Context: an optimization exercise on an open-source flow, tuned for small area and a short achievable clock period. The choices shown serve that exercise and are no tape-out recipe. The RTL of this run was laid out without a check of its function. Power and IR drop assume default switching activity.

File: flow/design.v
module unidade_de_controle_ULA(
			Opula,
			Selection
			);
input wire [4:0] Opula;
output reg [4:0] Selection;
parameter
		Opula_add		= 5'b00000,
		Opula_addinc	= 5'b00001,
		Opula_inca		= 5'b00010,
		Opula_subdec	= 5'b00011,
		Opula_sub		= 5'b00100,
		Opula_deca		= 5'b00101,
		Opula_lsl		= 5'b00110,
		Opula_rsl		= 5'b00111,
		Opula_zeros		= 5'b01000,
		Opula_and		= 5'b01001,
		Opula_andnota	= 5'b01010,
		Opula_andnotb	= 5'b01011,
		Opula_passa		= 5'b01100,
		Opula_passb		= 5'b01101,
		Opula_xor		= 5'b01110,
		Opula_or			= 5'b01111,
		Opula_nand		= 5'b10000,
		Opula_xnor		= 5'b10001,
		Opula_passnota	= 5'b10010,
		Opula_ornota	= 5'b10011,
		Opula_ornotb	= 5'b10100,
		Opula_nor		= 5'b10101,
		Opula_ones		= 5'b10110,
		Opula_asr		= 5'b10110
		;
parameter 
		Opcode_not 				= 5'd0,
		Opcode_and 				= 5'd1,
		Opcode_and_not_A 		= 5'd2,
		Opcode_and_not_B 		= 5'd3,
		Opcode_nand 			= 5'd4,
		Opcode_or 				= 5'd5,
		Opcode_or_not_A 		= 5'd6,
		Opcode_or_not_B 		= 5'd7,
		Opcode_nor 				= 5'd8,
		Opcode_xor 				= 5'd9,
		Opcode_xnor 			= 5'd10,
		Opcode_add 				= 5'd11,
		Opcode_add_inc 		= 5'd12,
		Opcode_inc_A 			= 5'd13,
		Opcode_sub 				= 5'd14,
		Opcode_sub_dec 		= 5'd15,
		Opcode_dec_A 			= 5'd16,
		Opcode_lsl 				= 5'd17,
		Opcode_rsl 				= 5'd18,
		Opcode_asr				= 5'd19
		;	
always @( * ) begin
	case(Opula)
		Opula_add: begin
			Selection = Opcode_add;
		end
		Opula_addinc: begin
			Selection = Opcode_add_inc;
		end
		Opula_inca: begin
			Selection = Opcode_inc_A;
		end
		Opula_subdec: begin
			Selection = Opcode_sub_dec;
		end
		Opula_sub: begin
			Selection = Opcode_sub;
		end
		Opula_deca: begin
			Selection = Opcode_dec_A;
		end
		Opula_lsl: begin
			Selection = Opcode_lsl;
		end
		Opula_rsl: begin
			Selection = Opcode_rsl;
		end
		Opula_zeros: begin
			Selection = Opcode_add;
		end
		Opula_and: begin
			Selection = Opcode_and;
		end
		Opula_andnota: begin
			Selection = Opcode_and_not_A;
		end
		Opula_andnotb: begin
			Selection = Opcode_and_not_B;
		end
		Opula_passa: begin
			Selection = Opcode_add;
		end
		Opula_passb: begin
			Selection = Opcode_or;
		end
		Opula_xor: begin
			Selection = Opcode_xor;
		end
		Opula_or: begin
			Selection = Opcode_or;
		end
		Opula_nand: begin
			Selection = Opcode_nand;
		end
		Opula_xnor: begin
			Selection = Opcode_xnor;
		end
		Opula_passnota: begin
			Selection = Opcode_not;
		end
		Opula_ornota: begin
			Selection = Opcode_or_not_A;
		end
		Opula_ornotb: begin
			Selection = Opcode_or_not_B;
		end
		Opula_nor: begin
			Selection = Opcode_nor;
		end
		Opula_ones: begin
			Selection = Opcode_add;
		end
		Opula_asr: begin
			Selection = Opcode_asr;
		end
		default: begin
			Selection = 5'd31;
		end
	endcase
end
endmodule	
module extensor_de_sinal(In, Out);
input wire [15:0] In;
output wire [31:0] Out;
localparam qtdBits = 16;
assign Out[31:0] = { {qtdBits{In[15]}} , In};
endmodule
module detector_de_flags(
			Enable,
			Data,
			Signal_A,
			Signal_B,
			Signal_Result,
			Seletion_Sum_Sub,
			Overflow,
			Zero
			);
input wire [31:0] Data;
input wire Enable, Signal_A, Signal_B, Signal_Result, Seletion_Sum_Sub;
wire or_Data;
output wire Overflow, Zero;
assign Overflow = (
						~Signal_A & ~Signal_B & Signal_Result & ~Seletion_Sum_Sub |	
						Signal_A & Signal_B & ~Signal_Result & ~Seletion_Sum_Sub | 
						~Signal_A & Signal_B & Signal_Result & Seletion_Sum_Sub |
						Signal_A & ~Signal_B & ~Signal_Result & Seletion_Sum_Sub
						) & Enable;
assign or_Data = |Data[31:0];					
assign Zero = ~or_Data;
endmodule
module banco_de_registradores(
			Read_1,
			Read_2,
			Data_to_write,
			Address_to_write,
			Signal_write,
			Signal_read,
			Signal_reset,
			Clock_in,
			Out_1,
			Out_2
			);
input wire [3:0] Read_1;
input wire [3:0] Read_2;
input wire [31:0] Data_to_write;
input wire [3:0] Address_to_write;
input wire Signal_write, Signal_read, Signal_reset;
input wire Clock_in;
reg [31:0] Data [0:16];
output reg [31:0] Out_1;
output reg [31:0] Out_2;
always @( posedge Clock_in ) begin
	if (Signal_reset) begin
		Data[0]  <= 32'b0;		Data[1]  <= 32'b1;		Data[2]  <= 32'b0;
		Data[3]  <= 32'b0;		Data[4]  <= 32'b0;		Data[5]  <= 32'b0;
		Data[6]  <= 32'b0;		Data[7]  <= 32'b0;		Data[8]  <= 32'b0;
		Data[9]  <= 32'b0;		Data[10] <= 32'b0;		Data[11] <= 32'b0;
		Data[12] <= 32'b0;		Data[13] <= 32'b0;      Data[14] <= 32'b0;
		Data[15] <= 32'b0;		
		Out_1 <= 32'b0; Out_2 <= 32'b0;
	end
	else begin
		if(Signal_write) begin
			Data[Address_to_write] <= Data_to_write;
		end
		if(Signal_read) begin
			Out_1 <= Data[Read_1];
			Out_2 <= Data[Read_2];
		end
	end
end
endmodule
module ula_32_bits(
			Clock,
			Reset,
			Selection,
			Enable,
			Data_A,
			Data_B,
			Data_out,
			Signal,
			Overflow,
			Carry_out,
			Zero,
			Ready
			);
parameter 
				Opcode_not 				= 5'd0,
				Opcode_and 				= 5'd1,
				Opcode_and_not_A 		= 5'd2,
				Opcode_and_not_B 		= 5'd3,
				Opcode_nand 			= 5'd4,
				Opcode_or 				= 5'd5,
				Opcode_or_not_A 		= 5'd6,
				Opcode_or_not_B 		= 5'd7,
				Opcode_nor 				= 5'd8,
				Opcode_xor 				= 5'd9,
				Opcode_xnor 			= 5'd10,
				Opcode_add 				= 5'd11,
				Opcode_add_inc 		= 5'd12,
				Opcode_inc_A 			= 5'd13,
				Opcode_sub 				= 5'd14,
				Opcode_sub_dec 		= 5'd15,
				Opcode_dec_A 			= 5'd16,
				Opcode_lsl 				= 5'd17,
				Opcode_rsl 				= 5'd18,
				Opcode_asr 				= 5'd19
				;
input Clock, Reset;
input [31:0] Data_A, Data_B;
input [4:0] Selection;
input Enable;
reg [32:0] S;
reg Seletion_Sum_Sub_reg, Enable_overflow_reg;
wire Seletion_Sum_Sub, Enable_overflow, Overflow_wire, Zero_wire, Signal_A, Signal_B, Signal_Result;
output reg [31:0] Data_out;
output reg Overflow, Signal, Carry_out, Zero, Ready;
reg [31:0] Data_next;
reg Signal_next, Carry_next, Overflow_force;
wire Overflow_next;
always @(*) begin
	if(Selection == Opcode_add | Selection == Opcode_add_inc | Selection == Opcode_inc_A | 
		Selection == Opcode_sub | Selection == Opcode_sub_dec |Selection == Opcode_dec_A) begin
		Enable_overflow_reg = 1'b1;
	end
	else begin
		Enable_overflow_reg = 1'b0;
	end
	if(Selection == Opcode_add | Selection == Opcode_add_inc | Selection == Opcode_inc_A) begin
		Seletion_Sum_Sub_reg = 1'b0;
	end
	else begin
		Seletion_Sum_Sub_reg = 1'b1;
	end
end
assign Enable_overflow = Enable_overflow_reg;
assign Seletion_Sum_Sub = Seletion_Sum_Sub_reg;
assign Signal_A = Data_A[31];
assign Signal_B = Data_B[31];
assign Signal_Result = Data_next[31];
detector_de_flags U1 (Enable_overflow, Data_next, Signal_A, Signal_B, Signal_Result, Seletion_Sum_Sub, 
				Overflow_wire, Zero_wire);
always @( * ) begin
	Data_next = Data_out;
	Carry_next = Carry_out;
	Signal_next = Signal;
	Overflow_force = 1'b0;
	S = 33'd0;
		case (Selection)
			Opcode_not: begin
				Data_next = ~Data_A;
			end
			Opcode_and: begin
				Data_next = Data_A & Data_B;
			end
			Opcode_and_not_A: begin
				Data_next = ~Data_A & Data_B;
			end
			Opcode_and_not_B: begin
				Data_next = Data_A & ~Data_B;
			end
			Opcode_nand: begin
				Data_next = ~(Data_A & Data_B);
			end
			Opcode_or: begin
				Data_next = Data_A | Data_B;
			end
			Opcode_or_not_A: begin
				Data_next = ~Data_A | Data_B;
			end
			Opcode_or_not_B: begin
				Data_next = Data_A | ~Data_B;
			end
			Opcode_nor: begin
				Data_next = ~(Data_A | Data_B);			
			end
			Opcode_xor: begin
				Data_next = Data_A ^ Data_B;
			end
			Opcode_xnor: begin
				Data_next = ~(Data_A ^ Data_B);
			end
			Opcode_add: begin
				S[32:0] = Data_A[31:0] + Data_B[31:0];
				Carry_next = S[32];
				Signal_next = S[31];
				Data_next[31:0] = S[31:0];
			end
			Opcode_add_inc: begin
				S[32:0] = Data_A[31:0] + Data_B[31:0] + 31'd1;
				Carry_next = S[32];		
				Signal_next = S[31];
				Data_next[31:0] = S[31:0];
			end
			Opcode_inc_A: begin
				S[32:0] = Data_A[31:0] + 31'd1;
				Carry_next = S[32];
				Signal_next = S[31];
				Data_next[31:0] = S[31:0];
				if(Data_A[31] == 0 && Data_next[31] == 1) begin
					Overflow_force = 1'b1;
				end
			end
			Opcode_sub: begin
				S[32:0] = Data_A[31:0] - Data_B[31:0];
				Carry_next = S[32];
				Signal_next = S[31];
				Data_next[31:0] = S[31:0];
			end
			Opcode_sub_dec: begin
				S[32:0] = Data_A[31:0] - Data_B[31:0] - 31'd1;
				Carry_next = S[32];		
				Signal_next = S[31];
				Data_next[31:0] = S[31:0];
			end
			Opcode_dec_A: begin
				S[32:0] = Data_A[31:0] - 31'd1;
				Carry_next = S[32];
				Signal_next = S[31];
				Data_next[31:0] = S[31:0];
				if(Data_A[31] == 1 && Data_next[31] == 0) begin
					Overflow_force = 1'b1;
				end
			end
			Opcode_lsl: begin
				Data_next[31:0] = Data_A[31:0] << Data_B[31:0];
			end
			Opcode_rsl: begin
				Data_next[31:0] = Data_A[31:0] >> Data_B[31:0];
			end			
			Opcode_rsl: begin
				Data_next[31:0] = Data_A[31:0] >>> Data_B[31:0];
			end
		endcase
end
assign Overflow_next = Overflow_wire | Overflow_force;
always @( posedge Clock ) begin
	if(Reset) begin
		Data_out <= 32'd0;
		Carry_out <= 1'b0;
		Signal <= 1'b0;
		Overflow <= 1'b0;
		Zero <= 1'b0;
		Ready <= 1'b0;
	end
	else if(Enable) begin
		Data_out <= Data_next;
		Carry_out <= Carry_next;
		Signal <= Signal_next;
		Overflow <= Overflow_next;
		Zero <= Zero_wire;
		Ready <= 1'b1;
	end
	else begin
		Ready <= 1'b0;
	end
end
endmodule
module pbl2_datapath(
	input wire        clk,
	input wire        rst,
	input wire [3:0]  rf_read_a,
	input wire [3:0]  rf_read_b,
	input wire [3:0]  rf_write_addr,
	input wire        rf_read_en,
	input wire        rf_write_en,
	input wire        wb_from_mem,
	input wire [31:0] mem_data,
	input wire [4:0]  opula,
	input wire        alu_src_imm,
	input wire [15:0] imm,
	input wire        alu_en,
	output wire [31:0] alu_result,
	output wire       flag_zero,
	output wire       flag_carry,
	output wire       flag_sign,
	output wire       flag_overflow,
	output wire       alu_ready,
	output wire [31:0] rf_out_a,
	output wire [31:0] rf_out_b
);
wire [4:0]  ULA_Selection;
wire [31:0] EXTENSOR_DE_SINAL_OUT;
wire [31:0] ULA_IN_B;
wire [31:0] B_R_Data_to_write;
unidade_de_controle_ULA UNIDADE_CONTR_ULA (opula, ULA_Selection);
extensor_de_sinal EXTENSOR_DE_SINAL (imm, EXTENSOR_DE_SINAL_OUT);
assign ULA_IN_B = alu_src_imm ? EXTENSOR_DE_SINAL_OUT : rf_out_b;
assign B_R_Data_to_write = wb_from_mem ? mem_data : alu_result;
banco_de_registradores BANCO_DE_REGISTRADORES (rf_read_a, rf_read_b, B_R_Data_to_write,
			rf_write_addr, rf_write_en, rf_read_en, rst,
			clk, rf_out_a, rf_out_b);
ula_32_bits ULA (clk, rst, ULA_Selection, alu_en, rf_out_a, ULA_IN_B, alu_result, flag_sign,
			flag_overflow, flag_carry, flag_zero, alu_ready);
endmodule
File: flow/run.sh
#!/bin/bash
# synth_recipe.tcl (not shown) runs the flow's synth.tcl, then flattens the netlist and writes it again
# the make line also repeats each setting of config.mk as NAME=value (left out here)
make -C /OpenROAD-flow-scripts/flow DESIGN_CONFIG=/design/flow/config.mk WORK_HOME=/design/flow/orfs CLKGATE_MAP_FILE= SYNTH_SCRIPT=/design/flow/synth_recipe.tcl finish
File: flow/config.mk
export PLATFORM = sky130hd
export DESIGN_NAME = pbl2_datapath
export DESIGN_NICKNAME = pbl2_datapath
export VERILOG_FILES = /design/flow/design.v
export SDC_FILE = /design/flow/constraint.sdc
export NUM_CORES = 4
export LEC_CHECK = 0
export CAP_MARGIN = 20
export CORE_MARGIN = 2
export CORE_UTILIZATION = 40
export SLEW_MARGIN = 20
File: flow/constraint.sdc
create_clock -name core_clock -period 6.0 [get_ports {clk}]
set_input_delay 1.2000 -clock core_clock [delete_from_list [all_inputs] [get_ports {clk}]]
set_output_delay 1.2000 -clock core_clock [all_outputs]
set_load 0.01 [all_outputs]
==> impl_metrics.env <==
export IMPL_postSynth_asyncResetShare_pct=0
export IMPL_pin_count=173
export IMPL_fin_cells=6926
export IMPL_cts_tree="built"
export IMPL_grt_pass1_vias=44000
export IMPL_slowest_delay_ns=0.83
export IMPL_cap_viol_max_count=0
export IMPL_postPlaceCellArea_sq_um=56900
export IMPL_grt_util_met3_pct=7.49
export IMPL_grt_start_max_net_pins=95
export IMPL_rsz0062_at_grt="false"
export IMPL_skew_ns=0.0424
export IMPL_core_area_sq_um=116000
export IMPL_first_pass_iters=6
export IMPL_period_minus_slack_ns=5.87
export IMPL_max_freq_mhz=170
export IMPL_netlist_top_cells_area="edfxtp_1 33%, mux4_2 17%, nor2_1 6.7%"
export IMPL_numCtsBuffers=67
export IMPL_finalSetupViolCount=0
export IMPL_synth_ff_type="edfxtp_1"
export IMPL_syn_num_nets=4692
export IMPL_post_route_period_util_pct=97.9
export IMPL_drt_initial_drc_count=5824
export IMPL_cp_arrival_ns=6.37
export IMPL_fin_tns_setup_ns=0
export IMPL_postCtsHoldBufs=0
export IMPL_endpoint_kind="flip-flop"
export IMPL_syn_area_sq_um=46500
export IMPL_antenna_found_initial=8
export IMPL_required_ns=6.49
export IMPL_area_growth_pct=27.2
export IMPL_vias=44700
export IMPL_busiest_layer="met2"
export IMPL_min_path_type="reg2reg"
export IMPL_outcome="no timing/DRC/antenna violations"
export IMPL_slowest_stage="a311oi_1"
export IMPL_core_rowCount=125
export IMPL_via_per_inst=6.45
export IMPL_hpwl_um=173000
export IMPL_cts_root_buffer="clkbuf_16"
export IMPL_io_buffers=172
export IMPL_final_antenna_net_count=0
export IMPL_crit_family="compound AO/OA/AOI/OAI gates"
export IMPL_start_util_pct=40.2
export IMPL_crit_fanout=20
export IMPL_cts_max_path_buffers=3
export IMPL_fin_area_sq_um=59200
export IMPL_synth_seq_cells=613
export IMPL_grt_usage_pct=38.2
export IMPL_routed_wl_um=233000
export IMPL_dieArea_sq_um=119000
export IMPL_clk_latency_ns=0.64
export IMPL_grt_pass1_wl_um=326000
export IMPL_die_h_um=345
export IMPL_synth_edf_count=512
export IMPL_most_common_layout_cells="1,008 x buf_4, 827 x nor2_1, 512 x edfxtp_1"
export IMPL_nets=5594
export IMPL_yosysWarnings=3
export IMPL_gp_congestion=1.05
export IMPL_tightest_slew_ns=1.13
export IMPL_layout_setup_ws_ns=0.127
export IMPL_slew_limit_headroom_pct=25.0
export IMPL_synthCells=4446
export IMPL_ctsHtreeMaxLevel=3
export IMPL_drv_slew=0
export IMPL_final_hold_viol_count=0
export IMPL_leakage_nw=22.7
export IMPL_ys_seq_area_share_pct=37.4
export IMPL_final_common_cell="buf_4"
export IMPL_grt_ovfl_total=0
export IMPL_power_mw=14.0
export IMPL_die_x_um=345
export IMPL_cts_sinks=613
export IMPL_met1_usage_pct=48.3
export IMPL_syn_avg_cell_area_sq_um=10.5
export IMPL_drive_gt1_share_pct=31.1
export IMPL_worstSetupStartpointType="input pin"
export IMPL_path_clk_slew_ns=0.06
export IMPL_dp_cells=6793
export IMPL_vdd_ir_drop_max_uv=243
export IMPL_powerDensity_nw_per_um2=237
export IMPL_synth_cell_types=127
export IMPL_drc=0
export IMPL_path_cells="clkbuf_4, buf_4, mux2i_4, buf_4, inv_6, buf_12, buf_4, mux2i_1, mux2_2, a221oi_1, a21oi_1, a311oi_1, o31ai_1, buf_4, nor2b_1, o2111ai_1, nor4_2, buf_4, nand4b_1, nor4_4, buf_4, nand4b_1, o32ai_2"
export IMPL_critPathBufInv=9
export IMPL_wl_per_cell_um=33.6
export IMPL_synth_area_leader_cell="edfxtp_1"
export IMPL_cpMostUsedCell="buf_4"
export IMPL_preCtsSetupSlack_ns=-1.20
export IMPL_use_met2_pct=61.1
export IMPL_crit_type="in2reg"
export IMPL_synth_top_area_share_pct=33.0
cells in the mapped netlist, types with 14 or more instances:
cell       number
buf_2          51
dfxtp_1       101
nand4_1        70
nor2_1        829
o21a_1         15
a31oi_1        32
mux2i_1       200
edfxtp_1      512
or4_1          14
a2111oi_0      20
xnor2_1        91
xor2_1         26
buf_1          45
a21oi_1       175
and2_1         18
mux4_2        354
inv_1          82
nor3_1         92
nor2b_1        17
a221oi_1       29
a211oi_1       49
o22ai_1        44
nor4_1         36
o32ai_1        15
nand2b_1       16
o221ai_1       20
o21ai_0       136
nand3_1       100
a22o_1         14
or3_1          21
clkbuf_1      255
and3_1         29
o211ai_1       47
and4_1         15
nand2_1       298
a21o_1         21
a22oi_1        30
o2111ai_1      29
ha_1          172
path summary, 6_finish.rpt:
check | start | end | slack (ns) | cells past startpoint
setup / recovery | alu_src_imm | ULA.Zero | 0.13 | 23
hold reg to reg | ULA.Zero | ULA.Zero | 0.51 | 2
hold / removal | ULA.Zero | ULA.Zero | 0.51 | 2
setup reg to reg | BANCO_DE_REGISTRADORES.Out_1[4] | ULA.Zero | 0.31 | 19
kinds of logic (layout without fill, tap and decap cells):
group / after synthesis / after routing / share of synthesized area (%)
simple gates: 1633 / 1633 / 16.0
compound gates: 869 / 869 / 13.4
flops: 613 / 613 / 37.4
mux: 571 / 571 / 22.1
buf+inv: 467 / 1419 / 4.17
fa+ha+maj: 174 / 174 / 4.71
xor+xnor: 119 / 119 / 2.29
other cells: 0 / 4 / 0
tightest hold or removal path, cell delays in order (launching register included):
cell     delay (ns)
dfxtp_1        0.32
inv_1          0.07
o32ai_2        0.08
timing repair:
action | 4_1_cts | 5_1_grt
setup endpoints to repair | 3 | 2
gates resized for setup | 11 | 28
setup buffers | 4 | 6
pin swaps | 3 | 13
area by class of cell:
cell class,count,area [sq um]
flip-flops and latches,613,17400
well taps,1524,1910
repair buffers,1206,9820
fillers,10600,56500
diodes,4,10.0
inverters,94,360
clock buffers,89,1800
multi-input cells,3366,27700
clock inverters,30,260
power by group:
part	internal [mW]	leakage (nW)	switching [mW]
logic	2.12	15.6	2.86
clock network	2.22	0.994	1.80
registers	4.80	6.16	0.216
registers in the layout, indices dropped and copies added, names as in the netlist:
register	flops
BANCO_DE_REGISTRADORES.Out_2	32
ULA.Signal	1
ULA.Ready	1
BANCO_DE_REGISTRADORES.Out_1	32
BANCO_DE_REGISTRADORES.Data	512
ULA.Overflow	1
ULA.Data_out	32
ULA.Zero	1
ULA.Carry_out	1
metrics by stage:
stage | hold WS (ns) | utilization (%)
2_1_floorplan | 0.481 | -
3_3_place_gp | 0.479 | 49.1
3_5_place_dp | 0.491 | 49.1
4_1_cts | 0.501 | 51.0
5_1_grt | 0.534 | 51.2
6_report | 0.515 | 51.2
routing by layer:
layer	share of wire [%]	routed length, um
met2	46	107000
met5	0.030	69
met4	6.8	15800
met3	10	23900
met1	37	86700

separate check: timing with driven ports:
No port has a modelled driver above. Below, the same layout with a new extraction and two added sets of constraints. Step 1: set_driving_cell puts a clkbuf_16 on clk and a buf_2 on each other input, an assumption about the parent block. Step 2, shift: input delay + t, output delay - t, t = (earliest + latest rising clock arrival at the registers) / 2. This alone moves slack from input paths to output paths. Slacks: ideal / step 1 / step 2; pairs: ideal / step 1.
t (ns): 0.688
slack for setup (ns): 0.127 / 0.163 / -0.524
worst hold slack (ns): 0.515 / 0.515 / 0.515
worst slew at a driven data input, ns: 0.06
pins driven straight from the clock port: 1
Met with ideal ports but missed after step 2: setup timing in this run. For this run, drivers alone change the setup slack by +0.036 ns; drivers and shift together by -0.651 ns.
